Source: an optimization exercise on an open RTL-to-GDS flow (aim: small area, a short achievable clock period and few clock cycles per item). Production flows keep margins and buffers that such runs may drop.
Only simulation tests tie the RTL to the original design; equivalence was not proved.
Power and IR drop assume default switching activity.

--- design/flow/design.v ---
`timescale 1ns / 1ps
module DES_Core(
    input wire clk,
    input wire reset,
    input wire start_i,
    input wire [63:0] plaintext_i,
    input wire [63:0] key_i,
    output reg [63:0] ciphertext_o,
    output reg done_o
    );
    wire s0, s1, s2, s3, s4, s5, s6, s7, s8, s9, s10, s11, s12, s13, s14, s15, s16, s17, s18, s19, s20, s21, s22, s23, s24, s25, s26, s27, s28, s29, s30, s31, s32, s33, s34, s35, s36, s37, s38, s39, s40, s41, s42, s43, s44, s45, s46, s47, s48, s49, s50, s51, s52, s53, s54, s55, s56, s57, s58, s59, s60, s61, s62, s63, s64, s65, s66, s67, s68, s69, s70, s71, s72, s73, s74, s75, s76, s77, s78, s79, s80, s81, s82, s83, s84, s85, s86, s87, s88, s89, s90, s91, s92, s93, s94, s95, s96, s97, s98, s99, s100, s101, s102, s103, s104, s105, s106, s107, s108, s109, s110, s111, s112, s113, s114, s115, s116, s117, s118, s119, s120, s121, s122, s123, s124, s125, s126, s127, s128, s129, s130, s131, s132, s133, s134, s135, s136, s137, s138, s139, s140, s141, s142, s143, s144, s145, s146, s147, s148, s149, s150, s151, s152, s153, s154, s155, s156, s157, s158, s159, s160, s161, s162, s163, s164, s165, s166, s167, s168, s169, s170, s171, s172, s173, s174, s175, s176, s177, s178, s179, s180, s181, s182, s183, s184, s185, s186, s187, s188, s189, s190, s191, s192, s193, s194, s195, s196, s197, s198, s199, s200, s201, s202, s203, s204, s205, s206, s207, s208, s209, s210, s211, s212, s213, s214, s215, s216, s217, s218, s219, s220, s221, s222, s223, s224, s225, s226, s227, s228, s229, s230, s231, s232, s233, s234, s235, s236, s237, s238, s239, s240, s241, s242, s243, s244, s245, s246, s247, s248, s249, s250, s251, s252, s253, s254, s255, s256, s257, s258, s259, s260, s261, s262, s263, s264, s265, s266, s267, s268, s269, s270, s271, s272, s273, s274, s275, s276, s277, s278, s279, s280, s281, s282, s283, s284, s285, s286, s287, s288, s289, s290, s291, s292, s293, s294, s295, s296, s297, s298, s299, s300, s301, s302, s303, s304, s305, s306, s307, s308, s309, s310, s311, s312, s313, s314, s315, s316, s317, s318, s319, s320, s321, s322, s323, s324, s325, s326, s327, s328, s329, s330, s331, s332, s333, s334, s335, s336, s337, s338, s339, s340, s341, s342, s343, s344, s345, s346, s347, s348, s349, s350, s351, s352, s353, s354, s355, s356, s357, s358, s359, s360, s361, s362, s363, s364, s365, s366, s367, s368, s369, s370, s371, s372, s373, s374, s375, s376, s377, s378, s379, s380, s381, s382, s383, s384, s385, s386, s387, s388, s389, s390, s391, s392, s393, s394, s395, s396, s397, s398, s399, s400, s401, s402, s403, s404, s405, s406, s407, s408, s409, s410, s411, s412, s413, s414, s415, s416, s417, s418, s419, s420, s421, s422, s423, s424, s425, s426, s427, s428, s429, s430, s431, s432, s433, s434, s435, s436, s437, s438, s439, s440, s441, s442, s443, s444, s445, s446, s447, s448, s449, s450, s451, s452, s453, s454, s455, s456, s457, s458, s459, s460, s461, s462, s463, s464, s465, s466, s467, s468, s469, s470, s471, s472, s473, s474, s475, s476, s477, s478, s479, s480, s481, s482, s483, s484, s485, s486, s487, s488, s489, s490, s491, s492, s493, s494, s495, s496, s497, s498, s499, s500, s501, s502, s503, s504, s505, s506, s507, s508, s509, s510, s511, s512, s513, s514, s515, s516, s517, s518, s519, s520, s521, s522, s523, s524, s525, s526, s527, s528, s529, s530, s531, s532, s533, s534, s535, s536, s537, s538, s539, s540, s541, s542, s543, s544, s545, s546, s547;
    assign s0 = key_i[2] ^ key_i[60];
    assign s1 = key_i[1] ^ key_i[59];
    assign s2 = key_i[10] ^ key_i[28];
    assign s3 = key_i[3] ^ key_i[5];
    assign s4 = key_i[4] ^ key_i[6];
    assign s5 = key_i[7] ^ key_i[9];
    assign s6 = key_i[8] ^ key_i[24];
    assign s7 = key_i[11] ^ key_i[13];
    assign s8 = key_i[12] ^ key_i[14];
    assign s9 = key_i[0] ^ key_i[58];
    assign s10 = key_i[15] ^ key_i[17];
    assign s11 = key_i[18] ^ key_i[56];
    assign s12 = key_i[19] ^ key_i[61];
    assign s13 = key_i[16] ^ key_i[20];
    assign s14 = key_i[25] ^ key_i[55];
    assign s15 = key_i[27] ^ key_i[57];
    assign s16 = key_i[23] ^ key_i[63];
    assign s17 = key_i[26] ^ key_i[62];
    assign s18 = key_i[21] ^ s12;
    assign s19 = key_i[22] ^ s2;
    assign s20 = key_i[29] ^ s5;
    assign s21 = key_i[53] ^ s7;
    assign s22 = key_i[54] ^ s8;
    assign s23 = s6 ^ s9;
    assign s24 = key_i[20] ^ s17;
    assign s25 = key_i[30] ^ s0;
    assign s26 = key_i[63] ^ s10;
    assign s27 = s1 ^ s3;
    assign s28 = s15 ^ s16;
    assign s29 = plaintext_i[63] ^ key_i[31];
    assign s30 = key_i[6] ^ s13;
    assign s31 = key_i[16] ^ s4;
    assign s32 = key_i[17] ^ s14;
    assign s33 = s0 ^ s11;
    assign s34 = plaintext_i[6] ^ key_i[5];
    assign s35 = plaintext_i[10] ^ key_i[9];
    assign s36 = plaintext_i[14] ^ key_i[13];
    assign s37 = plaintext_i[15] ^ key_i[14];
    assign s38 = plaintext_i[30] ^ key_i[21];
    assign s39 = key_i[0] ^ key_i[8];
    assign s40 = key_i[2] ^ key_i[4];
    assign s41 = key_i[12] ^ key_i[54];
    assign s42 = key_i[52] ^ key_i[58];
    assign s43 = plaintext_i[8] ^ s1;
    assign s44 = key_i[7] ^ s3;
    assign s45 = plaintext_i[39] ^ s18;
    assign s46 = key_i[11] ^ s20;
    assign s47 = key_i[24] ^ s22;
    assign s48 = key_i[51] ^ s21;
    assign s49 = plaintext_i[0] ^ key_i[3];
    assign s50 = plaintext_i[3] ^ key_i[62];
    assign s51 = plaintext_i[4] ^ key_i[57];
    assign s52 = plaintext_i[12] ^ key_i[15];
    assign s53 = plaintext_i[16] ^ key_i[19];
    assign s54 = plaintext_i[22] ^ key_i[11];
    assign s55 = plaintext_i[35] ^ key_i[61];
    assign s56 = key_i[18] ^ key_i[60];
    assign s57 = key_i[50] ^ key_i[52];
    assign s58 = plaintext_i[1] ^ s40;
    assign s59 = plaintext_i[5] ^ s4;
    assign s60 = plaintext_i[21] ^ s2;
    assign s61 = plaintext_i[33] ^ s14;
    assign s62 = plaintext_i[51] ^ s5;
    assign s63 = plaintext_i[59] ^ s10;
    assign s64 = key_i[0] ^ s11;
    assign s65 = key_i[56] ^ s57;
    assign s66 = s1 ^ s34;
    assign s67 = plaintext_i[2] ^ s27;
    assign s68 = plaintext_i[7] ^ s30;
    assign s69 = plaintext_i[9] ^ s23;
    assign s70 = plaintext_i[18] ^ s32;
    assign s71 = plaintext_i[31] ^ s25;
    assign s72 = plaintext_i[60] ^ s19;
    assign s73 = s12 ^ s21;
    assign s74 = s22 ^ s42;
    assign s75 = plaintext_i[0] ^ plaintext_i[26];
    assign s76 = plaintext_i[1] ^ plaintext_i[13];
    assign s77 = plaintext_i[2] ^ plaintext_i[28];
    assign s78 = plaintext_i[3] ^ plaintext_i[38];
    assign s79 = plaintext_i[4] ^ plaintext_i[28];
    assign s80 = plaintext_i[5] ^ plaintext_i[31];
    assign s81 = plaintext_i[7] ^ plaintext_i[19];
    assign s82 = plaintext_i[8] ^ plaintext_i[24];
    assign s83 = plaintext_i[10] ^ key_i[3];
    assign s84 = plaintext_i[11] ^ plaintext_i[17];
    assign s85 = plaintext_i[12] ^ plaintext_i[18];
    assign s86 = plaintext_i[13] ^ plaintext_i[29];
    assign s87 = plaintext_i[16] ^ key_i[25];
    assign s88 = plaintext_i[17] ^ plaintext_i[25];
    assign s89 = plaintext_i[17] ^ plaintext_i[52];
    assign s90 = plaintext_i[19] ^ plaintext_i[25];
    assign s91 = plaintext_i[19] ^ key_i[4];
    assign s92 = plaintext_i[20] ^ plaintext_i[55];
    assign s93 = plaintext_i[22] ^ plaintext_i[57];
    assign s94 = plaintext_i[23] ^ plaintext_i[29];
    assign s95 = plaintext_i[23] ^ key_i[12];
    assign s96 = plaintext_i[24] ^ key_i[59];
    assign s97 = plaintext_i[26] ^ key_i[15];
    assign s98 = plaintext_i[26] ^ key_i[23];
    assign s99 = plaintext_i[27] ^ plaintext_i[62];
    assign s100 = plaintext_i[30] ^ key_i[63];
    assign s101 = plaintext_i[33] ^ key_i[9];
    assign s102 = plaintext_i[34] ^ key_i[26];
    assign s103 = plaintext_i[34] ^ key_i[62];
    assign s104 = plaintext_i[37] ^ key_i[5];
    assign s105 = plaintext_i[38] ^ key_i[14];
    assign s106 = plaintext_i[42] ^ key_i[22];
    assign s107 = plaintext_i[43] ^ key_i[1];
    assign s108 = plaintext_i[43] ^ key_i[57];
    assign s109 = plaintext_i[45] ^ key_i[13];
    assign s110 = plaintext_i[47] ^ key_i[19];
    assign s111 = plaintext_i[47] ^ key_i[25];
    assign s112 = plaintext_i[49] ^ key_i[59];
    assign s113 = plaintext_i[53] ^ key_i[1];
    assign s114 = plaintext_i[54] ^ key_i[16];
    assign s115 = plaintext_i[61] ^ key_i[21];
    assign s116 = key_i[8] ^ key_i[52];
    assign s117 = key_i[10] ^ key_i[60];
    assign s118 = plaintext_i[9] ^ s6;
    assign s119 = plaintext_i[11] ^ s2;
    assign s120 = plaintext_i[20] ^ s36;
    assign s121 = plaintext_i[32] ^ s0;
    assign s122 = plaintext_i[36] ^ s6;
    assign s123 = plaintext_i[40] ^ s13;
    assign s124 = plaintext_i[42] ^ s4;
    assign s125 = plaintext_i[46] ^ s17;
    assign s126 = plaintext_i[48] ^ s8;
    assign s127 = plaintext_i[50] ^ s39;
    assign s128 = plaintext_i[51] ^ s7;
    assign s129 = plaintext_i[56] ^ s8;
    assign s130 = key_i[16] ^ s80;
    assign s131 = key_i[23] ^ s29;
    assign s132 = key_i[26] ^ s41;
    assign s133 = key_i[29] ^ s16;
    assign s134 = key_i[29] ^ s54;
    assign s135 = key_i[30] ^ s41;
    assign s136 = key_i[53] ^ s53;
    assign s137 = key_i[61] ^ s83;
    assign s138 = key_i[62] ^ s56;
    assign s139 = s11 ^ s37;
    assign s140 = s14 ^ s49;
    assign s141 = s35 ^ s87;
    assign s142 = plaintext_i[27] ^ s31;
    assign s143 = plaintext_i[29] ^ s24;
    assign s144 = plaintext_i[40] ^ s59;
    assign s145 = plaintext_i[41] ^ s28;
    assign s146 = plaintext_i[41] ^ s32;
    assign s147 = plaintext_i[52] ^ s23;
    assign s148 = plaintext_i[54] ^ s25;
    assign s149 = plaintext_i[55] ^ s26;
    assign s150 = plaintext_i[56] ^ s33;
    assign s151 = plaintext_i[57] ^ s27;
    assign s152 = plaintext_i[58] ^ s31;
    assign s153 = key_i[22] ^ s24;
    assign s154 = key_i[27] ^ s20;
    assign s155 = s7 ^ s44;
    assign s156 = s28 ^ s43;
    assign s157 = s30 ^ s105;
    assign s158 = s37 ^ s60;
    assign s159 = s64 ^ s117;
    assign s160 = s65 ^ s132;
    assign s161 = plaintext_i[44] ^ s69;
    assign s162 = s33 ^ s153;
    assign s163 = s44 ^ s48;
    assign s164 = s46 ^ s63;
    assign s165 = s46 ^ s115;
    assign s166 = s47 ^ s159;
    assign s167 = plaintext_i[40] ^ plaintext_i[60];
    assign s168 = s2 ^ s91;
    assign s169 = s114 ^ s167;
    assign s170 = s23 ^ s121;
    assign s171 = s168 ^ s169;
    assign s172 = s160 ^ s170;
    assign s173 = s171 ^ s172;
    assign s174 = plaintext_i[61] ^ s15;
    assign s175 = s92 ^ s101;
    assign s176 = s27 ^ s174;
    assign s177 = s175 ^ s48;
    assign s178 = s146 ^ s176;
    assign s179 = s177 ^ s178;
    assign s180 = plaintext_i[62] ^ s102;
    assign s181 = s60 ^ s124;
    assign s182 = s180 ^ s74;
    assign s183 = s150 ^ s181;
    assign s184 = s182 ^ s183;
    assign s185 = key_i[15] ^ s29;
    assign s186 = s55 ^ s93;
    assign s187 = s108 ^ s133;
    assign s188 = s185 ^ s186;
    assign s189 = s187 ^ s188;
    assign s190 = s163 ^ s189;
    assign s191 = plaintext_i[23] ^ plaintext_i[32];
    assign s192 = plaintext_i[44] ^ s191;
    assign s193 = s122 ^ s192;
    assign s194 = s74 ^ s152;
    assign s195 = s193 ^ s194;
    assign s196 = key_i[53] ^ s5;
    assign s197 = s96 ^ s104;
    assign s198 = s109 ^ s61;
    assign s199 = s63 ^ s196;
    assign s200 = s197 ^ s198;
    assign s201 = s199 ^ s200;
    assign s202 = plaintext_i[25] ^ plaintext_i[34];
    assign s203 = key_i[30] ^ s11;
    assign s204 = s116 ^ s202;
    assign s205 = s125 ^ s203;
    assign s206 = s204 ^ s72;
    assign s207 = s157 ^ s205;
    assign s208 = s206 ^ s207;
    assign s209 = plaintext_i[35] ^ plaintext_i[39];
    assign s210 = key_i[53] ^ s10;
    assign s211 = s15 ^ s98;
    assign s212 = s110 ^ s209;
    assign s213 = s210 ^ s211;
    assign s214 = s212 ^ s213;
    assign s215 = s165 ^ s214;
    assign s216 = plaintext_i[48] ^ key_i[18];
    assign s217 = key_i[58] ^ s99;
    assign s218 = s216 ^ s19;
    assign s219 = s122 ^ s123;
    assign s220 = s135 ^ s217;
    assign s221 = s218 ^ s219;
    assign s222 = s220 ^ s221;
    assign s223 = plaintext_i[28] ^ plaintext_i[37];
    assign s224 = key_i[9] ^ s112;
    assign s225 = s223 ^ s131;
    assign s226 = s224 ^ s73;
    assign s227 = s146 ^ s225;
    assign s228 = s226 ^ s227;
    assign s229 = plaintext_i[32] ^ plaintext_i[38];
    assign s230 = plaintext_i[42] ^ plaintext_i[50];
    assign s231 = s229 ^ s230;
    assign s232 = s231 ^ s143;
    assign s233 = s166 ^ s232;
    assign s234 = key_i[15] ^ s15;
    assign s235 = s100 ^ s107;
    assign s236 = s61 ^ s128;
    assign s237 = s234 ^ s235;
    assign s238 = s45 ^ s236;
    assign s239 = s237 ^ s238;
    assign s240 = plaintext_i[31] ^ plaintext_i[44];
    assign s241 = plaintext_i[52] ^ key_i[0];
    assign s242 = s0 ^ s103;
    assign s243 = s240 ^ s241;
    assign s244 = s123 ^ s242;
    assign s245 = s243 ^ s47;
    assign s246 = s244 ^ s245;
    assign s247 = plaintext_i[41] ^ key_i[21];
    assign s248 = s55 ^ s109;
    assign s249 = s113 ^ s247;
    assign s250 = s26 ^ s140;
    assign s251 = s248 ^ s249;
    assign s252 = s250 ^ s251;
    assign s253 = plaintext_i[36] ^ key_i[14];
    assign s254 = s106 ^ s114;
    assign s255 = s253 ^ s58;
    assign s256 = s64 ^ s125;
    assign s257 = s254 ^ s255;
    assign s258 = s256 ^ s257;
    assign s259 = plaintext_i[37] ^ key_i[55];
    assign s260 = s108 ^ s110;
    assign s261 = s259 ^ s260;
    assign s262 = s67 ^ s149;
    assign s263 = s261 ^ s262;
    assign s264 = plaintext_i[44] ^ plaintext_i[48];
    assign s265 = s4 ^ s9;
    assign s266 = s13 ^ s78;
    assign s267 = s264 ^ s265;
    assign s268 = s266 ^ s150;
    assign s269 = s267 ^ s268;
    assign s270 = plaintext_i[45] ^ plaintext_i[49];
    assign s271 = key_i[7] ^ key_i[17];
    assign s272 = s51 ^ s270;
    assign s273 = s271 ^ s272;
    assign s274 = s45 ^ s151;
    assign s275 = s273 ^ s274;
    assign s276 = plaintext_i[46] ^ plaintext_i[50];
    assign s277 = plaintext_i[58] ^ s6;
    assign s278 = s276 ^ s277;
    assign s279 = s144 ^ s278;
    assign s280 = s162 ^ s279;
    assign s281 = plaintext_i[6] ^ plaintext_i[59];
    assign s282 = s3 ^ s111;
    assign s283 = s281 ^ s18;
    assign s284 = s62 ^ s282;
    assign s285 = s145 ^ s283;
    assign s286 = s284 ^ s285;
    assign s287 = plaintext_i[7] ^ plaintext_i[48];
    assign s288 = s287 ^ s24;
    assign s289 = s124 ^ s72;
    assign s290 = s147 ^ s288;
    assign s291 = s289 ^ s290;
    assign s292 = plaintext_i[43] ^ plaintext_i[49];
    assign s293 = plaintext_i[53] ^ key_i[5];
    assign s294 = s292 ^ s293;
    assign s295 = s294 ^ s156;
    assign s296 = s165 ^ s295;
    assign s297 = plaintext_i[50] ^ plaintext_i[62];
    assign s298 = key_i[6] ^ key_i[12];
    assign s299 = s297 ^ s298;
    assign s300 = s19 ^ s299;
    assign s301 = s148 ^ s300;
    assign s302 = s161 ^ s301;
    assign s303 = plaintext_i[45] ^ plaintext_i[55];
    assign s304 = key_i[25] ^ s1;
    assign s305 = s303 ^ s20;
    assign s306 = s128 ^ s131;
    assign s307 = s137 ^ s304;
    assign s308 = s305 ^ s306;
    assign s309 = s307 ^ s308;
    assign s310 = plaintext_i[32] ^ plaintext_i[46];
    assign s311 = s40 ^ s310;
    assign s312 = s119 ^ s129;
    assign s313 = s311 ^ s147;
    assign s314 = s312 ^ s313;
    assign s315 = plaintext_i[53] ^ key_i[29];
    assign s316 = s7 ^ s52;
    assign s317 = s101 ^ s111;
    assign s318 = s315 ^ s316;
    assign s319 = s317 ^ s151;
    assign s320 = s318 ^ s319;
    assign s321 = plaintext_i[13] ^ key_i[10];
    assign s322 = s102 ^ s321;
    assign s323 = s126 ^ s322;
    assign s324 = s148 ^ s152;
    assign s325 = s323 ^ s324;
    assign s326 = plaintext_i[14] ^ plaintext_i[59];
    assign s327 = s55 ^ s112;
    assign s328 = s326 ^ s327;
    assign s329 = s149 ^ s155;
    assign s330 = s328 ^ s329;
    assign s331 = plaintext_i[15] ^ plaintext_i[36];
    assign s332 = plaintext_i[60] ^ s331;
    assign s333 = s31 ^ s127;
    assign s334 = s129 ^ s138;
    assign s335 = s332 ^ s333;
    assign s336 = s334 ^ s335;
    assign s337 = plaintext_i[16] ^ plaintext_i[57];
    assign s338 = plaintext_i[61] ^ key_i[1];
    assign s339 = key_i[13] ^ s12;
    assign s340 = s104 ^ s337;
    assign s341 = s338 ^ s26;
    assign s342 = s62 ^ s339;
    assign s343 = s340 ^ s341;
    assign s344 = s342 ^ s343;
    assign s345 = plaintext_i[58] ^ plaintext_i[62];
    assign s346 = key_i[18] ^ s2;
    assign s347 = s39 ^ s89;
    assign s348 = s345 ^ s25;
    assign s349 = s346 ^ s347;
    assign s350 = s157 ^ s348;
    assign s351 = s349 ^ s350;
    assign s352 = plaintext_i[18] ^ key_i[3];
    assign s353 = s29 ^ s113;
    assign s354 = s352 ^ s353;
    assign s355 = s45 ^ s354;
    assign s356 = s164 ^ s355;
    assign s357 = plaintext_i[28] ^ key_i[15];
    assign s358 = key_i[49] ^ key_i[51];
    assign s359 = s54 ^ s357;
    assign s360 = s358 ^ s62;
    assign s361 = s136 ^ s140;
    assign s362 = s359 ^ s156;
    assign s363 = s360 ^ s361;
    assign s364 = s362 ^ s363;
    assign s365 = key_i[10] ^ s13;
    assign s366 = s89 ^ s94;
    assign s367 = s58 ^ s365;
    assign s368 = s366 ^ s69;
    assign s369 = s160 ^ s367;
    assign s370 = s368 ^ s369;
    assign s371 = plaintext_i[24] ^ plaintext_i[53];
    assign s372 = s15 ^ s35;
    assign s373 = s38 ^ s371;
    assign s374 = s372 ^ s373;
    assign s375 = s48 ^ s67;
    assign s376 = s70 ^ s374;
    assign s377 = s375 ^ s376;
    assign s378 = plaintext_i[54] ^ s4;
    assign s379 = s8 ^ s50;
    assign s380 = s90 ^ s65;
    assign s381 = s119 ^ s378;
    assign s382 = s379 ^ s71;
    assign s383 = s380 ^ s381;
    assign s384 = s382 ^ s383;
    assign s385 = s51 ^ s52;
    assign s386 = s75 ^ s92;
    assign s387 = s385 ^ s386;
    assign s388 = s387 ^ s163;
    assign s389 = plaintext_i[5] ^ plaintext_i[21];
    assign s390 = plaintext_i[56] ^ key_i[8];
    assign s391 = s76 ^ s389;
    assign s392 = s390 ^ s391;
    assign s393 = s74 ^ s142;
    assign s394 = s392 ^ s393;
    assign s395 = key_i[51] ^ key_i[55];
    assign s396 = s10 ^ s34;
    assign s397 = s36 ^ s77;
    assign s398 = s93 ^ s395;
    assign s399 = s18 ^ s396;
    assign s400 = s397 ^ s398;
    assign s401 = s154 ^ s399;
    assign s402 = s400 ^ s401;
    assign s403 = plaintext_i[3] ^ plaintext_i[58];
    assign s404 = s94 ^ s116;
    assign s405 = s403 ^ s19;
    assign s406 = s139 ^ s404;
    assign s407 = s68 ^ s405;
    assign s408 = s406 ^ s407;
    assign s409 = key_i[23] ^ s38;
    assign s410 = s51 ^ s82;
    assign s411 = s136 ^ s409;
    assign s412 = s410 ^ s411;
    assign s413 = s164 ^ s412;
    assign s414 = s42 ^ s56;
    assign s415 = s88 ^ s118;
    assign s416 = s130 ^ s135;
    assign s417 = s414 ^ s72;
    assign s418 = s415 ^ s416;
    assign s419 = s417 ^ s418;
    assign s420 = plaintext_i[6] ^ plaintext_i[61];
    assign s421 = key_i[59] ^ s35;
    assign s422 = s75 ^ s420;
    assign s423 = s133 ^ s421;
    assign s424 = s422 ^ s70;
    assign s425 = s73 ^ s423;
    assign s426 = s424 ^ s425;
    assign s427 = plaintext_i[1] ^ plaintext_i[11];
    assign s428 = key_i[30] ^ s81;
    assign s429 = s99 ^ s427;
    assign s430 = s24 ^ s428;
    assign s431 = s429 ^ s430;
    assign s432 = s166 ^ s431;
    assign s433 = plaintext_i[20] ^ s16;
    assign s434 = s29 ^ s52;
    assign s435 = s77 ^ s43;
    assign s436 = s433 ^ s434;
    assign s437 = s73 ^ s435;
    assign s438 = s436 ^ s437;
    assign s439 = plaintext_i[9] ^ plaintext_i[21];
    assign s440 = s13 ^ s50;
    assign s441 = s86 ^ s439;
    assign s442 = s121 ^ s440;
    assign s443 = s441 ^ s47;
    assign s444 = s442 ^ s443;
    assign s445 = plaintext_i[4] ^ plaintext_i[22];
    assign s446 = s36 ^ s38;
    assign s447 = s445 ^ s26;
    assign s448 = s61 ^ s137;
    assign s449 = s446 ^ s447;
    assign s450 = s448 ^ s449;
    assign s451 = plaintext_i[11] ^ plaintext_i[23];
    assign s452 = key_i[4] ^ key_i[54];
    assign s453 = s9 ^ s103;
    assign s454 = s451 ^ s452;
    assign s455 = s130 ^ s139;
    assign s456 = s453 ^ s454;
    assign s457 = s455 ^ s456;
    assign s458 = plaintext_i[0] ^ plaintext_i[12];
    assign s459 = plaintext_i[24] ^ plaintext_i[35];
    assign s460 = key_i[55] ^ key_i[57];
    assign s461 = s53 ^ s458;
    assign s462 = s459 ^ s460;
    assign s463 = s26 ^ s66;
    assign s464 = s461 ^ s462;
    assign s465 = s463 ^ s464;
    assign s466 = plaintext_i[36] ^ s9;
    assign s467 = s76 ^ s88;
    assign s468 = s33 ^ s466;
    assign s469 = s467 ^ s68;
    assign s470 = s468 ^ s469;
    assign s471 = plaintext_i[2] ^ plaintext_i[14];
    assign s472 = plaintext_i[37] ^ key_i[3];
    assign s473 = key_i[7] ^ s98;
    assign s474 = s471 ^ s472;
    assign s475 = s18 ^ s43;
    assign s476 = s473 ^ s474;
    assign s477 = s70 ^ s475;
    assign s478 = s476 ^ s477;
    assign s479 = plaintext_i[15] ^ plaintext_i[27];
    assign s480 = s78 ^ s91;
    assign s481 = s479 ^ s118;
    assign s482 = s480 ^ s481;
    assign s483 = s162 ^ s482;
    assign s484 = plaintext_i[20] ^ s3;
    assign s485 = s79 ^ s28;
    assign s486 = s141 ^ s484;
    assign s487 = s45 ^ s485;
    assign s488 = s486 ^ s487;
    assign s489 = plaintext_i[21] ^ key_i[56];
    assign s490 = s9 ^ s84;
    assign s491 = s489 ^ s19;
    assign s492 = s490 ^ s143;
    assign s493 = s144 ^ s491;
    assign s494 = s492 ^ s493;
    assign s495 = key_i[7] ^ s38;
    assign s496 = s85 ^ s66;
    assign s497 = s134 ^ s495;
    assign s498 = s145 ^ s496;
    assign s499 = s497 ^ s498;
    assign s500 = plaintext_i[13] ^ key_i[6];
    assign s501 = key_i[28] ^ s81;
    assign s502 = s95 ^ s106;
    assign s503 = s500 ^ s23;
    assign s504 = s501 ^ s502;
    assign s505 = s71 ^ s503;
    assign s506 = s504 ^ s505;
    assign s507 = s5 ^ s49;
    assign s508 = s82 ^ s107;
    assign s509 = s28 ^ s120;
    assign s510 = s507 ^ s508;
    assign s511 = s509 ^ s510;
    assign s512 = plaintext_i[25] ^ s58;
    assign s513 = s158 ^ s512;
    assign s514 = s161 ^ s513;
    assign s515 = plaintext_i[45] ^ s97;
    assign s516 = s134 ^ s141;
    assign s517 = s515 ^ s67;
    assign s518 = s516 ^ s517;
    assign s519 = plaintext_i[46] ^ key_i[10];
    assign s520 = key_i[58] ^ s0;
    assign s521 = s50 ^ s84;
    assign s522 = s95 ^ s519;
    assign s523 = s520 ^ s521;
    assign s524 = s522 ^ s142;
    assign s525 = s523 ^ s524;
    assign s526 = plaintext_i[47] ^ key_i[17];
    assign s527 = key_i[61] ^ key_i[63];
    assign s528 = s79 ^ s85;
    assign s529 = s96 ^ s526;
    assign s530 = s527 ^ s528;
    assign s531 = s529 ^ s155;
    assign s532 = s530 ^ s531;
    assign s533 = s39 ^ s86;
    assign s534 = s90 ^ s59;
    assign s535 = s126 ^ s138;
    assign s536 = s533 ^ s534;
    assign s537 = s535 ^ s536;
    assign s538 = plaintext_i[49] ^ key_i[19];
    assign s539 = s97 ^ s100;
    assign s540 = s538 ^ s66;
    assign s541 = s120 ^ s539;
    assign s542 = s154 ^ s540;
    assign s543 = s541 ^ s542;
    assign s544 = plaintext_i[27] ^ s127;
    assign s545 = s68 ^ s71;
    assign s546 = s158 ^ s544;
    assign s547 = s545 ^ s546;
    wire [63:0] result;
    assign result[0] = s173;
    assign result[1] = s179;
    assign result[2] = s184;
    assign result[3] = s190;
    assign result[4] = s195;
    assign result[5] = s201;
    assign result[6] = s208;
    assign result[7] = s215;
    assign result[8] = s222;
    assign result[9] = s228;
    assign result[10] = s233;
    assign result[11] = s239;
    assign result[12] = s246;
    assign result[13] = s252;
    assign result[14] = s258;
    assign result[15] = s263;
    assign result[16] = s269;
    assign result[17] = s275;
    assign result[18] = s280;
    assign result[19] = s286;
    assign result[20] = s291;
    assign result[21] = s296;
    assign result[22] = s302;
    assign result[23] = s309;
    assign result[24] = s314;
    assign result[25] = s320;
    assign result[26] = s325;
    assign result[27] = s330;
    assign result[28] = s336;
    assign result[29] = s344;
    assign result[30] = s351;
    assign result[31] = s356;
    assign result[32] = s364;
    assign result[33] = s370;
    assign result[34] = s377;
    assign result[35] = s384;
    assign result[36] = s388;
    assign result[37] = s394;
    assign result[38] = s402;
    assign result[39] = s408;
    assign result[40] = s413;
    assign result[41] = s419;
    assign result[42] = s426;
    assign result[43] = s432;
    assign result[44] = s438;
    assign result[45] = s444;
    assign result[46] = s450;
    assign result[47] = s457;
    assign result[48] = s465;
    assign result[49] = s470;
    assign result[50] = s478;
    assign result[51] = s483;
    assign result[52] = s488;
    assign result[53] = s494;
    assign result[54] = s499;
    assign result[55] = s506;
    assign result[56] = s511;
    assign result[57] = s514;
    assign result[58] = s518;
    assign result[59] = s525;
    assign result[60] = s532;
    assign result[61] = s537;
    assign result[62] = s543;
    assign result[63] = s547;
    reg busy;
    always @(posedge clk or posedge reset) begin
        if (reset) begin
            busy <= 1'b0;
            done_o <= 1'b0;
        end else begin
            busy <= start_i;
            done_o <= busy;
        end
    end
    always @(posedge clk) begin
        if (start_i)
            ciphertext_o <= result;
    end
endmodule
--- design/flow/flow/run.sh ---
#!/bin/bash
# The standard layout, with small buffers on the ports instead of the
# delay buffers buffer_ports picks by default. Make output goes to flow_make.log.
set -euo pipefail
export BUFFER_PORTS_ARGS="-buffer_cell sky130_fd_sc_hd__buf_2"
export POST_GLOBAL_PLACE_TCL="$PWD/flow/outbuf.tcl"
bash standard.sh DONT_USE_CELLS="sky130_fd_sc_hd__lpflow_bleeder_1 sky130_fd_sc_hd__lpflow_clkbufkapwr_1 sky130_fd_sc_hd__lpflow_clkbufkapwr_16 sky130_fd_sc_hd__lpflow_clkbufkapwr_2 sky130_fd_sc_hd__lpflow_clkbufkapwr_4 sky130_fd_sc_hd__lpflow_clkbufkapwr_8 sky130_fd_sc_hd__lpflow_clkinvkapwr_1 sky130_fd_sc_hd__lpflow_clkinvkapwr_16 sky130_fd_sc_hd__lpflow_clkinvkapwr_2 sky130_fd_sc_hd__lpflow_clkinvkapwr_4 sky130_fd_sc_hd__lpflow_clkinvkapwr_8 sky130_fd_sc_hd__lpflow_decapkapwr_12 sky130_fd_sc_hd__lpflow_decapkapwr_3 sky130_fd_sc_hd__lpflow_decapkapwr_4 sky130_fd_sc_hd__lpflow_decapkapwr_6 sky130_fd_sc_hd__lpflow_decapkapwr_8 sky130_fd_sc_hd__lpflow_inputiso0n_1 sky130_fd_sc_hd__lpflow_inputiso0p_1 sky130_fd_sc_hd__lpflow_inputiso1n_1 sky130_fd_sc_hd__lpflow_inputiso1p_1 sky130_fd_sc_hd__lpflow_inputisolatch_1 sky130_fd_sc_hd__lpflow_isobufsrc_1 sky130_fd_sc_hd__lpflow_isobufsrc_16 sky130_fd_sc_hd__lpflow_isobufsrc_2 sky130_fd_sc_hd__lpflow_isobufsrc_4 sky130_fd_sc_hd__lpflow_isobufsrc_8 sky130_fd_sc_hd__lpflow_isobufsrckapwr_16 sky130_fd_sc_hd__lpflow_lsbuf_lh_hl_isowell_tap_1 sky130_fd_sc_hd__lpflow_lsbuf_lh_hl_isowell_tap_2 sky130_fd_sc_hd__lpflow_lsbuf_lh_hl_isowell_tap_4 sky130_fd_sc_hd__lpflow_lsbuf_lh_isowell_4 sky130_fd_sc_hd__lpflow_lsbuf_lh_isowell_tap_1 sky130_fd_sc_hd__lpflow_lsbuf_lh_isowell_tap_2 sky130_fd_sc_hd__lpflow_lsbuf_lh_isowell_tap_4 sky130_fd_sc_hd__probe_p_8 sky130_fd_sc_hd__probec_p_8  sky130_fd_sc_hd__xor3_1 sky130_fd_sc_hd__xor3_2 sky130_fd_sc_hd__xor3_4 sky130_fd_sc_hd__xnor3_1 sky130_fd_sc_hd__xnor3_2 sky130_fd_sc_hd__xnor3_4" finish > flow_make.log 2>&1
--- design/flow/flow/outbuf.tcl ---
# Output ports drive only the 0.01 pF pin load: a buf_1 is enough there.
set n 0
foreach bterm [[ord::get_db_block] getBTerms] {
  if {[$bterm getIoType] != "OUTPUT"} { continue }
  set net [$bterm getNet]
  if {$net == "NULL"} { continue }
  foreach iterm [$net getITerms] {
    if {[$iterm isOutputSignal]} {
      set inst [$iterm getInst]
      if {[[$inst getMaster] getName] == "sky130_fd_sc_hd__buf_2"} {
        replace_cell [$inst getName] sky130_fd_sc_hd__buf_1
        incr n
      }
    }
  }
}
puts "outbuf.tcl: $n output buffers set to buf_1"
--- design/flow/standard.sh ---
#!/bin/bash
# synth_recipe.tcl (not shown) runs the flow's synth.tcl, then flattens the netlist and writes it again
# the make line also repeats each setting of config.mk as NAME=value (left out here)
make -C /OpenROAD-flow-scripts/flow DESIGN_CONFIG=/design/flow/config.mk WORK_HOME=/design/flow/orfs CLKGATE_MAP_FILE= SYNTH_SCRIPT=/design/flow/synth_recipe.tcl "${@:-finish}"
--- design/flow/config.mk ---
export PLATFORM = sky130hd
export DESIGN_NAME = DES_Core
export DESIGN_NICKNAME = DES_Core
export VERILOG_FILES = /design/flow/design.v
export SDC_FILE = /design/flow/constraint.sdc
export NUM_CORES = 4
export LEC_CHECK = 0
export CAP_MARGIN = 20
export CORE_MARGIN = 2
export CORE_UTILIZATION = 40
export CTS_BUF_LIST = sky130_fd_sc_hd__clkbuf_4 sky130_fd_sc_hd__clkbuf_8
export GPL_ROUTABILITY_DRIVEN = 0
export PLACE_DENSITY = 0.7
export SETUP_SLACK_MARGIN = 2.65
export SLEW_MARGIN = 20
--- design/flow/constraint.sdc ---
create_clock -name core_clock -period 5.0 [get_ports {clk}]
set_input_delay 1.0000 -clock core_clock [delete_from_list [all_inputs] [get_ports {clk}]]
set_output_delay 1.0000 -clock core_clock [all_outputs]
set_load 0.01 [all_outputs]
==> impl_metrics.toml, run 1 <==
[final_layout]
final_core_util_pct = 47.3
drive_gt1_share_pct = 21.1
num_antenna_cells = 0
syn_to_final_growth_pct = 16.4
regArea_sq_mm = 0.00197
multi_input_area_sq_mm = 0.00521
fin_nets = 944
nFillCells = 1724

[clock_network]
cts_tree = "built"
clock_path_buffers = 2
htree_levels = 3
cts_buffers = 9
insertion_delay_ns = 0.36
path_clk_slew_ns = 0.07
cts-root-buf = "clkbuf_8"
clock-sinks = 66

[global_route]
grt_pass1_wl_mm = 28.4
gr-total-overflow = 0
antenna_found_initial = 0
grt_pass1_vias = 4701
grt_max_degree = 40
grt_use_total_pct = 19.8

[power]
leakage_nw = 2.78
peakVddDrop_uv = 199
comb_power_share_pct = 58.5
internal-power_mw = 2.17
power.share.clock_pct = 11.1
p_seq_share_pct = 30.4
p_sw_share_pct = 38.9
p_sw_mw = 1.39
power_density_mw_per_mm2 = 419

[critical_path]
worstPathArrival_ns = 2.43
endpoint_kind = "flip-flop"
crit_cells = 6
slowest_delay_ns = 0.38
cp-start-kind = "primary input"
reg2reg_depth = 0
cp_top_family = "XOR/XNOR gates"
critPathBufInv = 1
slowest_stage = "xnor2_2"
crit_path_frequent_cell = "xnor2_1"
crit_chain = "buf_2, xnor2_2, xnor2_1, xor2_1, xnor2_1, xnor2_1"
reg2reg_slack_ns = 4.54
worst-path-max-fanout = 4
critPathKind = "primary input to flip-flop"
required_ns = 5.10

[min_path]
hp-class = "flip-flop to flip-flop"
whs_path_depth = 0

[yosys]
ys_warn_count = 1
async_reset_ff_share_pct = 3.03
syn-cell-area_sq_mm = 0.00730
yosys.area.top_type_share_pct = 55.0
ys_seq_elements = 66
yosysMostFrequentCell = "xnor2_1"
ys_top_cells_by_count = "459 x xnor2_1, 64 x edfxtp_1, 57 x xor2_1"
ys_types = 10
synth_edf_count = 64
synthCells = 660
ys.flop_type = "edfxtp_1"
syn_nets = 791
synth_area_leaders = "xnor2_1 55%, edfxtp_1 26%, xor2_1 6.8%"
avgSynthCellArea_sq_um = 11.1
yosysSeqAreaShare_pct = 27.0
synth_top_area_cell = "xnor2_1"

[routing]
drt.antenna.violating_nets = 0
first_pass_iters = 4
drt_wl_total_mm = 19.1
drt_iter0_markers = 304
vias_per_cell = 4.50
via_count = 4715
wire_per_inst_microns = 18.2
drc = 0

[floorplanning]
die_w_microns = 139
core_area_sq_mm = 0.0180
design.die.area_sq_mm = 0.0194
die-height_microns = 139
start_util_pct = 40.7
core.rowCount = 49
boundaryPins = 196

[timing]
whs_ns = 0.349
layout_min_cycle_time_ns = 2.33
fin_crit_sh_pct = 46.6
maxSlewViolCount = 0
finalHoldViolCount = 0
setup_viol = 0
rsz0062_at_grt = "true"
setup_tns_ns = 0
clock.fmax_ghz = 0.429
fin_worst_skew_ns = 0.000672
slew_headroom_pct = 58.2
tightest_slew_ns = 0.627

[outcome]
status = "finished clean"

[placed_design]
portBuffers = 178
dpl.hpwl_mm = 16.3

[flow_run]
max-cap-violations = 0
state kept, by name, summed over array words and instances (netlist names):
signal and flops:
done_o 1, busy 1, ciphertext_o 64
worst paths after layout:
path | from | endpoint
min in group asynchronous | reset | done_o
min | busy | done_o
max in group asynchronous | reset | busy
max reg2reg | busy | done_o
min reg2reg | busy | done_o
max | key_i[55] | ciphertext_o[46]
through the flow:
step                total power, mW  cells  cell area (sq um)  setup slack (ns)
detailed placement             3.19   1025               8270              2.30
floorplan                      2.65    660               7360              2.64
CTS                            3.59   1041               8440              2.70
global placement               3.22   1025               8350              2.29
finish                         3.56   1047               8500              2.67
global route                   3.79   1047               8500              2.64
layout by cell type, fill, tap and decap left out, drive strengths merged:
master    instances
xnor2           491
clkinvlp          1
clkbuf           10
xor2             59
dfrtp             2
clkinv            5
buf             185
edfxtp           64
inv               1
final cells by class:
type                       instances  area share [%]
clock buffer                      10            1.55
tap                              229            3.37
inverter                           1          0.0442
clock inverter                     6           0.397
multi-input combinational        550            61.3
sequential                        66            23.2
timing repair buffer             185            10.1
routing by layer:
| metal | vias to the layer above | GRT usage, % | part of all wire [%] |
|---|---|---|---|
| met5 | - | 0 | 0 |
| met1 | 2204 | 24.9 | 42 |
| li1 | 2328 | - | - |
| met4 | 0 | 5.42 | 2.1 |
| met2 | 160 | 34.8 | 50 |
| met3 | 23 | 3.52 | 5.2 |
kinds of logic (layout without fill, tap and decap cells):
family,count (synthesis),after routing,synth area share [%]
flops,66,66,27.0
xor+xnor,550,550,70.4
buf+inv,44,202,2.64
what timing repair did:
item                                    4_1_cts  5_1_grt
gates resized for setup                       0        2
buffers inserted                              0        6
hold buffers                                  0        0
endpoints found under the setup margin        0        6
power by group through the flow:
stage / combinational [mW] / clock (mW) / sequential, mW
floorplan: 1.43 / 0 / 1.22
global placement: 2.13 / 0 / 1.09
detailed placement: 2.09 / 0 / 1.10
CTS: 2.09 / 0.412 / 1.09
global route: 2.24 / 0.431 / 1.11
finish: 2.08 / 0.396 / 1.08
Testbench counts, summed over its fixed seeds: cycles 4,808, blocks 2,400.
==> run 2, diff against run 1 <==
--- a/design/flow/config.mk
+++ b/design/flow/config.mk
@@ -11,5 +11,4 @@
 export CTS_BUF_LIST = sky130_fd_sc_hd__clkbuf_4 sky130_fd_sc_hd__clkbuf_8
-export GPL_ROUTABILITY_DRIVEN = 0
 export PLACE_DENSITY = 0.7
-export SETUP_SLACK_MARGIN = 2.65
+export SETUP_SLACK_MARGIN = 2.6
 export SLEW_MARGIN = 20
==> run 2 against run 1 <==
  * Clock-buffer cell count down 1
  * Wire length down 0.89%
  * Final cell count down 0.57%
  * Still clean
==> impl_metrics.toml, run 2 <==
[timing]
worst_slack_ns = 2.67
maxSlewViolCount = 0
setup_viol = 0
fin_crit_sh_pct = 46.7
layout_min_cycle_time_ns = 2.33
slew_headroom_pct = 56.9
setup_tns_ns = 0
clock.fmax_ghz = 0.428
fin_worst_skew_ns = 0.0000598
tightest_slew_ns = 0.641
finalHoldViolCount = 0
rsz0062_at_grt = "false"

[clock_network]
path_clk_slew_ns = 0.08
postCtsSetupBuffers = 0
insertion_delay_ns = 0.35
cts_buffers = 9
clock_path_buffers = 2
cts-root-buf = "clkbuf_8"
htree_levels = 3
holdBufCountCts = 0
clock-sinks = 66
cts_tree = "built"
cts-resized-gates = 0

[yosys]
syn_nets = 791
avgSynthCellArea_sq_um = 11.1
ys.flop_type = "edfxtp_1"
ys_warn_count = 1
yosysSeqAreaShare_pct = 27.0
syn-cell-area_sq_mm = 0.00730
synth_top_area_cell = "xnor2_1"
yosysMostFrequentCell = "xnor2_1"
async_reset_ff_share_pct = 3.03
synthCells = 660
ys_top_cells_by_count = "459 x xnor2_1, 64 x edfxtp_1, 57 x xor2_1"
synth_area_leaders = "xnor2_1 55%, edfxtp_1 26%, xor2_1 6.8%"
ys_seq_elements = 66
synth_edf_count = 64
ys_types = 10
yosys.area.top_type_share_pct = 55.0

[global_route]
grt_pass1_vias = 4791
grt_max_degree = 40
grt_pass1_wl_mm = 28.6
antenna_found_initial = 0
grt_use_total_pct = 19.8
gr-total-overflow = 0

[placed_design]
placedCellCount = 1025
portBuffers = 178
pre_cts_slack_ns = 2.29
place_area_sq_mm = 0.00823
dpl.hpwl_mm = 16.3

[final_layout]
final_cells = 1041
fin_area_sq_mm = 0.00843
multi_input_area_sq_mm = 0.00515
drive_gt1_share_pct = 20.3
reg.largest.list = "ciphertext_o x64, busy x1, done_o x1"
num_antenna_cells = 0
fin_nets = 938
nFillCells = 1756
layout_common_cells = "459 x xnor2_1, 113 x buf_2, 65 x buf_1, 64 x edfxtp_1, 56 x xor2_1"
layout_commonest_cell = "xnor2_1"
syn_to_final_growth_pct = 15.4
regMostFlops = "ciphertext_o"
largest_reg_flops = 64
regArea_sq_mm = 0.00197

[critical_path]
critPathKind = "primary input to flip-flop"
worstPathArrival_ns = 2.44
slowest_stage = "xnor2_4"
crit_path_frequent_cell = "xnor2_1"
reg2reg_depth = 0
critPathBufInv = 1
endpoint_kind = "flip-flop"
cp-start-kind = "primary input"
reg2reg_slack_ns = 4.54
worstReg2RegStart = "busy"
worst-path-max-fanout = 7
crit_chain = "buf_2, xnor2_4, xnor2_1, xnor2_1, xnor2_1, xnor2_1"
crit_start = "key_i[10]"
cp_top_family = "XOR/XNOR gates"
reg2reg_to = "done_o"
required_ns = 5.11
slowest_delay_ns = 0.40

[power]
total_power_mw = 3.61
internal-power_mw = 2.21
power.share.clock_pct = 12.8
p_sw_share_pct = 38.7
p_sw_mw = 1.40
leakage_nw = 2.74
comb_power_share_pct = 57.3
peakVddDrop_uv = 206
p_seq_share_pct = 29.9
power_density_mw_per_mm2 = 428

[routing]
vias_per_cell = 4.54
drc = 0
first_pass_iters = 5
drt.antenna.violating_nets = 0
wire_per_inst_microns = 18.2
drt_iter0_markers = 262
via_count = 4723
drt_wl_total_mm = 18.9

[min_path]
hold_start = "busy"
hold-path-endpoint = "done_o"
hp-class = "flip-flop to flip-flop"
whs_path_depth = 0

[floorplanning]
die-height_microns = 139
die_w_microns = 139
start_util_pct = 40.7
design.die.area_sq_mm = 0.0194
core.rowCount = 49
core_area_sq_mm = 0.0180
boundaryPins = 196

[flow_run]
max-cap-violations = 0

[outcome]
status = "finished clean"
-- run 2: how the worst max path moves through the flow --
stage                        to  cells past startpoint
2_1_floorplan  ciphertext_o[36]                      6
3_3_place_gp    ciphertext_o[8]                      6
3_5_place_dp    ciphertext_o[8]                      6
4_1_cts         ciphertext_o[8]                      6
5_1_grt        ciphertext_o[44]                      6
6_report        ciphertext_o[8]                      6
-- run 2: through the flow --
step / util (%) / hold slack [ns]
2_1_floorplan: - / 0.331
3_3_place_gp: 46.2 / 0.336
3_5_place_dp: 45.8 / 0.337
4_1_cts: 46.9 / 0.353
5_1_grt: 46.9 / 0.364
6_report: 46.9 / 0.350
-- run 2: metal layers --
layer	vias up	wire (microns)	global-route usage, %
met4	0	300	5.32
li1	2313	-	-
met3	17	941	2.76
met2	171	9580	34.5
met1	2222	8090	25.8
met5	-	0	0
-- run 2: power groups by stage --
stage                     Sequential (mW)  Clock (mW)  Combinational, mW
after floorplan                      1.22           0               1.42
after global placement               1.08           0               2.14
after detailed placement             1.10           0               2.09
after CTS                            1.09       0.480               2.10
after global routing                 1.10       0.500               2.24
final                                1.08       0.461               2.07
-- run 2: area by class of cell --
cell class,count,area share [%]
timing repair buffer,179,9.70
multi-input combinational,550,61.1
clock inverter,7,0.906
sequential,66,23.4
inverter,1,0.0445
tap,229,3.40
clock buffer,9,1.47
-- run 2: logic make-up (layout without fill, tap and decap cells) --
group,count (synthesis),after routing,share of synthesized area [%]
xor+xnor,550,550,70.4
flops,66,66,27.0
buf+inv,44,196,2.64
==> run 3, diff against run 2 <==
--- a/design/flow/config.mk
+++ b/design/flow/config.mk
@@ -12,3 +12,3 @@
 export PLACE_DENSITY = 0.7
-export SETUP_SLACK_MARGIN = 2.6
+export SETUP_SLACK_MARGIN = 2.65
 export SLEW_MARGIN = 20
==> run 3 against run 2 <==
  * Sequential cell count unchanged
  * Sequential share of layout area decreased by 0.16 points
  * Largest power group unchanged
  * Sequential power hardly changed
  * Via count is 0.19% higher
  * Total power is 1.8% lower
  * Fmax is 1.6% higher
  * Combinational power about the same
  * Register-to-register slack is essentially flat
==> impl_metrics.toml, run 3 <==
[outcome]
status = "finished clean"

[critical_path]
crit_cells = 6
cp-start-kind = "primary input"
reg2reg_slack_ns = 4.53
slowest_delay_ns = 0.53
worstReg2RegStart = "busy"
worst-path-max-fanout = 4
slowest_stage = "xnor2_1"
critPathKind = "primary input to flip-flop"
crit_path_frequent_cell = "xnor2_1"
endpoint_kind = "flip-flop"
required_ns = 5.10
reg2reg_depth = 0
critPathBufInv = 1
reg2reg_to = "done_o"
cp_top_family = "XOR/XNOR gates"
crit_chain = "buf_2, xnor2_1, xnor2_1, xnor2_1, xnor2_1, xnor2_1"
worstPathArrival_ns = 2.40

[yosys]
syn_nets = 791
yosys.area.top_type_share_pct = 55.0
avgSynthCellArea_sq_um = 11.1
ys_types = 10
syn-cell-area_sq_mm = 0.00730
synthCells = 660
synth_area_leaders = "xnor2_1 55%, edfxtp_1 26%, xor2_1 6.8%"
ys_seq_elements = 66
ys.flop_type = "edfxtp_1"
ys_top_cells_by_count = "459 x xnor2_1, 64 x edfxtp_1, 57 x xor2_1"
async_reset_ff_share_pct = 3.03
yosysMostFrequentCell = "xnor2_1"
synth_edf_count = 64
synth_top_area_cell = "xnor2_1"
yosysSeqAreaShare_pct = 27.0
ys_warn_count = 1

[floorplanning]
core_area_sq_mm = 0.0180
die_w_microns = 139
boundaryPins = 196
core.rowCount = 49
die-height_microns = 139
start_util_pct = 40.7
design.die.area_sq_mm = 0.0194

[timing]
setup_viol = 0
layout_min_cycle_time_ns = 2.30
tightest_slew_ns = 0.648
clock.fmax_ghz = 0.435
fin_crit_sh_pct = 46.0
fin_worst_skew_ns = 0.0000139
setup_tns_ns = 0
maxSlewViolCount = 0
rsz0062_at_grt = "false"
finalHoldViolCount = 0
slew_headroom_pct = 56.5

[min_path]
hold_start = "busy"
hold-path-endpoint = "done_o"
whs_path_depth = 0
hp-class = "flip-flop to flip-flop"

[final_layout]
syn_to_final_growth_pct = 16.2
nFillCells = 1724
regArea_sq_mm = 0.00197
layout_common_cells = "455 x xnor2_1, 113 x buf_2, 65 x buf_1, 64 x edfxtp_1, 55 x xor2_1"
final_core_util_pct = 47.2
drive_gt1_share_pct = 21.0
num_antenna_cells = 0
reg.largest.list = "ciphertext_o x64, busy x1, done_o x1"
multi_input_area_sq_mm = 0.00522
largest_reg_flops = 64
fin_area_sq_mm = 0.00849
layout_commonest_cell = "xnor2_1"
regMostFlops = "ciphertext_o"
fin_nets = 941

[global_route]
met1_usage_pct = 24.2
grt_pass1_vias = 4845
gr-total-overflow = 0
grt_use_total_pct = 19.6
use_met3_pct = 3.49
busiest_layer = "met2"
grt_pass1_wl_mm = 28.2
antenna_found_initial = 0
grt_max_degree = 40
use_met2_pct = 34.6

[placed_design]
place_area_sq_mm = 0.00827
portBuffers = 178
dpl.hpwl_mm = 16.3

[routing]
first_pass_iters = 4
drt.antenna.violating_nets = 0
vias_per_cell = 4.53
drt_iter0_markers = 227
via_count = 4732
drc = 0
drt_wl_total_mm = 18.9
wire_per_inst_microns = 18.1

[clock_network]
htree_levels = 3
cts_buffers = 9
cts-root-buf = "clkbuf_8"
clock-sinks = 66
insertion_delay_ns = 0.35
cts_tree = "built"
clock_path_buffers = 2
path_clk_slew_ns = 0.07

[flow_run]
max-cap-violations = 0

[power]
power_density_mw_per_mm2 = 418
leakage_nw = 2.77
peakVddDrop_uv = 202
-- run 3: kinds of logic after synthesis --
kind of cell / count (synthesis) / share of synthesized area (%)
xor+xnor: 550 / 70.4
flops: 66 / 27.0
buf+inv: 44 / 2.64
-- run 3: worst max path at each step --
stage,from,end
after floorplan,key_i[59],ciphertext_o[1]
after global placement,key_i[55],ciphertext_o[46]
after detailed placement,key_i[10],ciphertext_o[8]
after CTS,key_i[10],ciphertext_o[8]
after global routing,key_i[55],ciphertext_o[46]
final,key_i[31],ciphertext_o[44]
-- run 3: per-layer routing --
metal  share of wire, %  up-vias  wire length, microns
met3                5.3       24                   997
met2                 50      162                  9520
met1                 42     2231                  7920
met4                2.3        0                   428
met5                  0        -                     0
li1                   -     2315                     -
-- run 3: stage by stage --
stage	hold WS [ns]	worst slack, ns	instances	power [mW]
after floorplan	0.331	2.64	660	2.65
after global placement	0.334	2.31	1025	3.22
after detailed placement	0.341	2.30	1025	3.19
after CTS	0.358	2.69	1041	3.59
after global routing	0.370	2.66	1044	3.78
final	0.355	2.70	1044	3.55
-- run 3: area by class of cell --
class / instances / area share (%)
multi-input cells: 550 / 61.5
flip-flops and latches: 66 / 23.2
repair buffers: 182 / 9.89
well taps: 229 / 3.38
clock buffers: 10 / 1.55
clock inverters: 6 / 0.398
inverters: 1 / 0.0442
-- run 3: timing repair --
item | in CTS | in global routing
resized for setup | 0 | 3
endpoints found under the setup margin | 0 | 5
buffers inserted | 0 | 3
hold buffers | 0 | 0
-- run 3: power by group --
part / internal (mW) / switching, mW
sequential: 1.00 / 0.0788
clock: 0.181 / 0.207
combinational: 0.987 / 1.09
==> run 4, diff against run 3 <==
--- a/design/flow/config.mk
+++ b/design/flow/config.mk
@@ -7,3 +7,3 @@
 export LEC_CHECK = 0
-export CAP_MARGIN = 20
+export CAP_MARGIN = 0
 export CORE_MARGIN = 2
@@ -13,2 +13,2 @@
 export SETUP_SLACK_MARGIN = 2.65
-export SLEW_MARGIN = 20
+export SLEW_MARGIN = 0
==> run 4 against run 3 <==
  * Register-to-register slack is essentially flat
  * Sequential share of layout area unchanged
  * Clock-buffer cell count is the same
  * Non-clock buffer count did not move
  * Total power did not move
  * Critical path type unchanged
  * Sequential cell count is the same
  * Fmax unchanged
  * Critical path depth unchanged
  * Via count did not move
==> impl_metrics.toml, run 4 <==
[clock_network]
cts-root-buf = "clkbuf_8"
clock_path_buffers = 2
clock-sinks = 66
cts_buffers = 9
cts_tree = "built"
path_clk_slew_ns = 0.07
htree_levels = 3
insertion_delay_ns = 0.35
holdBufCountCts = 0

[final_layout]
final_core_util_pct = 47.2
syn_to_final_growth_pct = 16.2
regMostFlops = "ciphertext_o"
num_antenna_cells = 0
layout_common_cells = "455 x xnor2_1, 113 x buf_2, 65 x buf_1, 64 x edfxtp_1, 55 x xor2_1"
fin_nets = 941
drive_gt1_share_pct = 21.0
layout_commonest_cell = "xnor2_1"
largest_reg_flops = 64
reg.largest.list = "ciphertext_o x64, busy x1, done_o x1"
fin_area_sq_mm = 0.00849

[timing]
layout_min_cycle_time_ns = 2.30
setup_tns_ns = 0
setup_viol = 0
worst_slack_ns = 2.70
fin_crit_sh_pct = 46.0
slew_headroom_pct = 56.5
finalHoldViolCount = 0
fin_worst_skew_ns = 0.0000139
maxSlewViolCount = 0
rsz0062_at_grt = "false"
tightest_slew_ns = 0.648
clock.fmax_ghz = 0.435

[floorplanning]
die-height_microns = 139
core.rowCount = 49
die_w_microns = 139
start_util_pct = 40.7
boundaryPins = 196
design.die.area_sq_mm = 0.0194
core_area_sq_mm = 0.0180

[critical_path]
crit_path_frequent_cell = "xnor2_1"
endpoint_kind = "flip-flop"
cp-start-kind = "primary input"
crit_chain = "buf_2, xnor2_1, xnor2_1, xnor2_1, xnor2_1, xnor2_1"
slowest_stage = "xnor2_1"
worst-path-max-fanout = 4
worstPathArrival_ns = 2.40
slowest_delay_ns = 0.53
required_ns = 5.10
critPathKind = "primary input to flip-flop"

[yosys]
synth_area_leaders = "xnor2_1 55%, edfxtp_1 26%, xor2_1 6.8%"
synth_edf_count = 64
syn-cell-area_sq_mm = 0.00730
ys_types = 10
ys.flop_type = "edfxtp_1"
yosys.area.top_type_share_pct = 55.0
yosysSeqAreaShare_pct = 27.0
ys_warn_count = 1
syn_nets = 791
yosysMostFrequentCell = "xnor2_1"
async_reset_ff_share_pct = 3.03
ys_top_cells_by_count = "459 x xnor2_1, 64 x edfxtp_1, 57 x xor2_1"
ys_seq_elements = 66
synthCells = 660
avgSynthCellArea_sq_um = 11.1
synth_top_area_cell = "xnor2_1"

[global_route]
busiest_layer = "met2"
use_met3_pct = 3.49
grt_use_total_pct = 19.6
grt_max_degree = 40
antenna_found_initial = 0
grt_pass1_vias = 4845
gr-total-overflow = 0
met1_usage_pct = 24.2
grt_pass1_wl_mm = 28.2
use_met2_pct = 34.6

[routing]
wire_per_inst_microns = 18.1
vias_per_cell = 4.53
drt.antenna.violating_nets = 0
drt_wl_total_mm = 18.9
drc = 0
first_pass_iters = 4
via_count = 4732
drt_iter0_markers = 227

[outcome]
status = "finished clean"

[placed_design]
portBuffers = 178
place_area_sq_mm = 0.00827
dpl.hpwl_mm = 16.3
pre_cts_slack_ns = 2.30

[power]
p_sw_mw = 1.37
p_sw_share_pct = 38.8
total_power_mw = 3.55
comb_power_share_pct = 58.5
leakage_nw = 2.77
internal-power_mw = 2.17
power_density_mw_per_mm2 = 418
p_seq_share_pct = 30.5
peakVddDrop_uv = 202
power.share.clock_pct = 10.9

[min_path]
hp-class = "flip-flop to flip-flop"

[flow_run]
max-cap-violations = 0
[run 4: path summary, 6_finish.rpt]
kind / startpoint / endpoint / slack (ns) / depth (start not counted)
setup / recovery: key_i[31] / ciphertext_o[44] / 2.70 / 6
setup reg to reg: busy / done_o / 4.53 / 0
max in group asynchronous: reset / done_o / 4.42 / 2
min in group asynchronous: reset / busy / 0.48 / 2
hold / removal: busy / done_o / 0.36 / 0
hold reg to reg: busy / done_o / 0.36 / 0
[run 4: final cells by class]
class / instances / area (sq um)
tap: 229 / 287
inverter: 1 / 3.75
sequential: 66 / 1970
clock buffer: 10 / 131
fill: 1724 / 9480
timing repair buffer: 182 / 840
multi-input combinational: 550 / 5220
clock inverter: 6 / 33.8
[run 4: repair_timing]
action,in CTS,in global routing
gates resized for setup,0,3
endpoints found under the setup margin,0,5
setup buffers,0,3
[run 4: logic make-up (layout without fill, tap and decap cells)]
kind of cell | after synthesis | after routing | share of synthesized area [%]
flops | 66 | 66 | 27.0
buf+inv | 44 | 199 | 2.64
xor+xnor | 550 | 550 | 70.4
[run 4: per-layer routing]
layer,vias to the layer above,share of wire (%),routed length [microns]
li1,2315,-,-
met5,-,0,0
met1,2231,42,7920
met3,24,5.3,997
met2,162,50,9520
met4,0,2.3,428
[run 4: worst max-delay path: cells and delay by family]
kind,cells,cell delay [ns]
buf+inv,1,0.10
xor+xnor,5,1.30
[run 4: through the flow]
step                instances  hold slack [ns]
global placement         1025            0.334
finish                   1044            0.355
CTS                      1041            0.358
detailed placement       1025            0.341
floorplan                 660            0.331
global route             1044            0.370
[run 4: power by group through the flow]
stage | clock (mW) | combinational (mW) | sequential, mW
after floorplan | 0 | 1.43 | 1.22
after global placement | 0 | 2.13 | 1.09
after detailed placement | 0 | 2.09 | 1.10
after CTS | 0.405 | 2.09 | 1.09
after global routing | 0.429 | 2.24 | 1.11
final | 0.388 | 2.08 | 1.08
==> run 5, diff against run 4 <==
--- a/design/flow/config.mk
+++ b/design/flow/config.mk
@@ -7,8 +7,8 @@
 export LEC_CHECK = 0
-export CAP_MARGIN = 0
+export CAP_MARGIN = 20
 export CORE_MARGIN = 2
 export CORE_UTILIZATION = 40
-export CTS_BUF_LIST = sky130_fd_sc_hd__clkbuf_4 sky130_fd_sc_hd__clkbuf_8
+export CTS_BUF_LIST = sky130_fd_sc_hd__clkbuf_2 sky130_fd_sc_hd__clkbuf_4
 export PLACE_DENSITY = 0.7
 export SETUP_SLACK_MARGIN = 2.65
-export SLEW_MARGIN = 0
+export SLEW_MARGIN = 20
==> run 5 against run 4 <==
  * Hold slack better by 0.0086 ns
  * Non-clock buffer count down 3
  * Largest power group unchanged
  * Critical path depth unchanged
==> impl_metrics.toml, run 5 <==
[final_layout]
multi_input_area_sq_mm = 0.00519
nFillCells = 1740
layout_common_cells = "456 x xnor2_1, 113 x buf_2, 65 x buf_1, 64 x edfxtp_1, 56 x xor2_1"
fin_nets = 938
drive_gt1_share_pct = 20.4
regMostFlops = "ciphertext_o"
largest_reg_flops = 64
regArea_sq_mm = 0.00197
fin_area_sq_mm = 0.00838
layout_commonest_cell = "xnor2_1"
reg.largest.list = "ciphertext_o x64, busy x1, done_o x1"
syn_to_final_growth_pct = 14.8

[yosys]
synth_top_area_cell = "xnor2_1"
yosysSeqAreaShare_pct = 27.0
ys_seq_elements = 66
syn_nets = 791
synth_area_leaders = "xnor2_1 55%, edfxtp_1 26%, xor2_1 6.8%"
syn-cell-area_sq_mm = 0.00730
ys_warn_count = 1
synthCells = 660
yosys.area.top_type_share_pct = 55.0
ys_top_cells_by_count = "459 x xnor2_1, 64 x edfxtp_1, 57 x xor2_1"
async_reset_ff_share_pct = 3.03
ys.flop_type = "edfxtp_1"
avgSynthCellArea_sq_um = 11.1
ys_types = 10
yosysMostFrequentCell = "xnor2_1"
synth_edf_count = 64

[timing]
slew_headroom_pct = 55.9
setup_tns_ns = 0
finalHoldViolCount = 0
layout_min_cycle_time_ns = 2.25
whs_ns = 0.364
worst_slack_ns = 2.75
clock.fmax_ghz = 0.445
fin_worst_skew_ns = 0.0000129
maxSlewViolCount = 0
setup_viol = 0
fin_crit_sh_pct = 45.0
rsz0062_at_grt = "false"
tightest_slew_ns = 0.657

[placed_design]
pre_cts_slack_ns = 2.30
dpl.hpwl_mm = 16.3
portBuffers = 178
place_area_sq_mm = 0.00827

[clock_network]
cts-root-buf = "clkbuf_4"
cts_buffers = 9
clock_path_buffers = 2
insertion_delay_ns = 0.41
postCtsSetupBuffers = 0
holdBufCountCts = 0
cts_tree = "built"
cts-resized-gates = 0
clock-sinks = 66
htree_levels = 3
path_clk_slew_ns = 0.10

[critical_path]
required_ns = 5.17
reg2reg_to = "done_o"
crit_path_frequent_cell = "xnor2_1"
critPathKind = "primary input to flip-flop"
worstReg2RegStart = "busy"
slowest_delay_ns = 0.54
slowest_stage = "xnor2_1"
cp-start-kind = "primary input"
worstPathArrival_ns = 2.42
crit_chain = "buf_2, xnor2_1, xnor2_1, xnor2_1, xnor2_1, xnor2_1"
reg2reg_depth = 0
worst-path-max-fanout = 4
endpoint_kind = "flip-flop"
critPathBufInv = 1
reg2reg_slack_ns = 4.53
cp_top_family = "XOR/XNOR gates"

[floorplanning]
die_w_microns = 139
core_area_sq_mm = 0.0180
boundaryPins = 196
die-height_microns = 139
core.rowCount = 49
design.die.area_sq_mm = 0.0194
start_util_pct = 40.7

[min_path]
hold-path-endpoint = "done_o"
hold_start = "busy"
hp-class = "flip-flop to flip-flop"
whs_path_depth = 0

[routing]
first_pass_iters = 4
drt.antenna.violating_nets = 0
via_count = 4709
drt_wl_total_mm = 18.8
drt_iter0_markers = 191
drc = 0
vias_per_cell = 4.52
wire_per_inst_microns = 18.1

[flow_run]
max-cap-violations = 0

[global_route]
antenna_found_initial = 1
grt_pass1_wl_mm = 28.2
grt_use_total_pct = 19.6
gr-total-overflow = 0
grt_pass1_vias = 4838
grt_max_degree = 40

[power]
peakVddDrop_uv = 201
power.share.clock_pct = 8.7
leakage_nw = 2.72
power_density_mw_per_mm2 = 411
p_sw_share_pct = 39.4
p_seq_share_pct = 31.4
comb_power_share_pct = 60.0
p_sw_mw = 1.36
internal-power_mw = 2.09

[outcome]
status = "finished clean"
==> run 5: cell counts after synthesis <==
Identical to the previous run, type by type.
==> run 5: layer usage <==
metal | up-vias | track usage (%) | part of all wire, %
met3 | 23 | 3.80 | 4.7
met2 | 162 | 34.6 | 51
met4 | 0 | 6.22 | 2.3
met5 | - | 0 | 0
met1 | 2214 | 24.1 | 42
li1 | 2310 | - | -
==> run 5: power by group through the flow <==
stage	Sequential, mW	Clock (mW)	Combinational (mW)
after global routing	1.11	0.339	2.23
after floorplan	1.22	0	1.43
after detailed placement	1.10	0	2.09
after global placement	1.09	0	2.13
final	1.08	0.298	2.07
after CTS	1.09	0.316	2.09
==> run 5: logic make-up (layout without fill, tap and decap cells) <==
logic type / Yosys count / in the layout / synth area share [%]
xor gates and xnor gates: 550 / 550 / 70.4
DFF: 66 / 66 / 27.0
buffers and inverters: 44 / 196 / 2.64
other: 0 / 1 / 0
==> run 5: worst max path at each step <==
stage	start	end	slack [ns]	cells after the start
finish	key_i[31]	ciphertext_o[44]	2.75	6
global route	key_i[56]	ciphertext_o[51]	2.73	6
CTS	key_i[10]	ciphertext_o[8]	2.78	6
detailed placement	key_i[10]	ciphertext_o[8]	2.30	6
global placement	key_i[55]	ciphertext_o[46]	2.31	6
floorplan	key_i[59]	ciphertext_o[1]	2.64	6
==> run 5: area by class of cell <==
class | instances | area share, %
repair buffers | 179 | 9.75
diodes | 1 | 0.0299
inverters | 1 | 0.0448
multi-input cells | 550 | 61.9
clock inverters | 6 | 0.403
flip-flops and latches | 66 | 23.5
clock buffers | 10 | 0.896
well taps | 229 | 3.42
==> run 5: per-stage QoR <==
step                utilization [%]  power, mW  instances
global route                   46.7       3.68       1042
CTS                            46.7       3.50       1041
floorplan                         -       2.65        660
detailed placement             46.0       3.19       1025
finish                         46.7       3.45       1042
global placement               46.5       3.22       1025

[afterwards: timing with drivers on the ports]
How much do the figures lean on ideal ports? The routed layouts below were timed once more, with nothing changed but the port constraints. Step 1: set_driving_cell puts a clkbuf_16 on clk and a buf_2 on each other input, an assumption about the parent block. Step 2, shift: input delay + t, output delay - t, t = (earliest + latest rising clock arrival at the registers) / 2. This alone moves slack from input paths to output paths. a / b / c = no drivers / after step 1 / after step 2; a / b = the first two.
run	t, ns	setup slack, ns	hold slack, ns	clock arrival spread, ns	worst slew at a driven data input, ns
run 1	0.393	2.669 / 2.684 / 2.291	0.349 / 0.349 / 0.349	0.015 / 0.016	0.07
run 2	0.393	2.665 / 2.677 / 2.285	0.350 / 0.350 / 0.350	0.015 / 0.015	0.05
run 3	0.387	2.702 / 2.717 / 2.330	0.355 / 0.355 / 0.355	0.015 / 0.016	0.06
run 4	0.387	2.702 / 2.717 / 2.330	0.355 / 0.355 / 0.355	0.015 / 0.016	0.06
run 5	0.458	2.752 / 2.769 / 2.311	0.364 / 0.364 / 0.364	0.022 / 0.022	0.05
After both steps setup and hold are still met in every run listed. For run 5, which loses most, drivers alone change the setup slack by +0.017 ns; drivers and shift together by -0.441 ns.
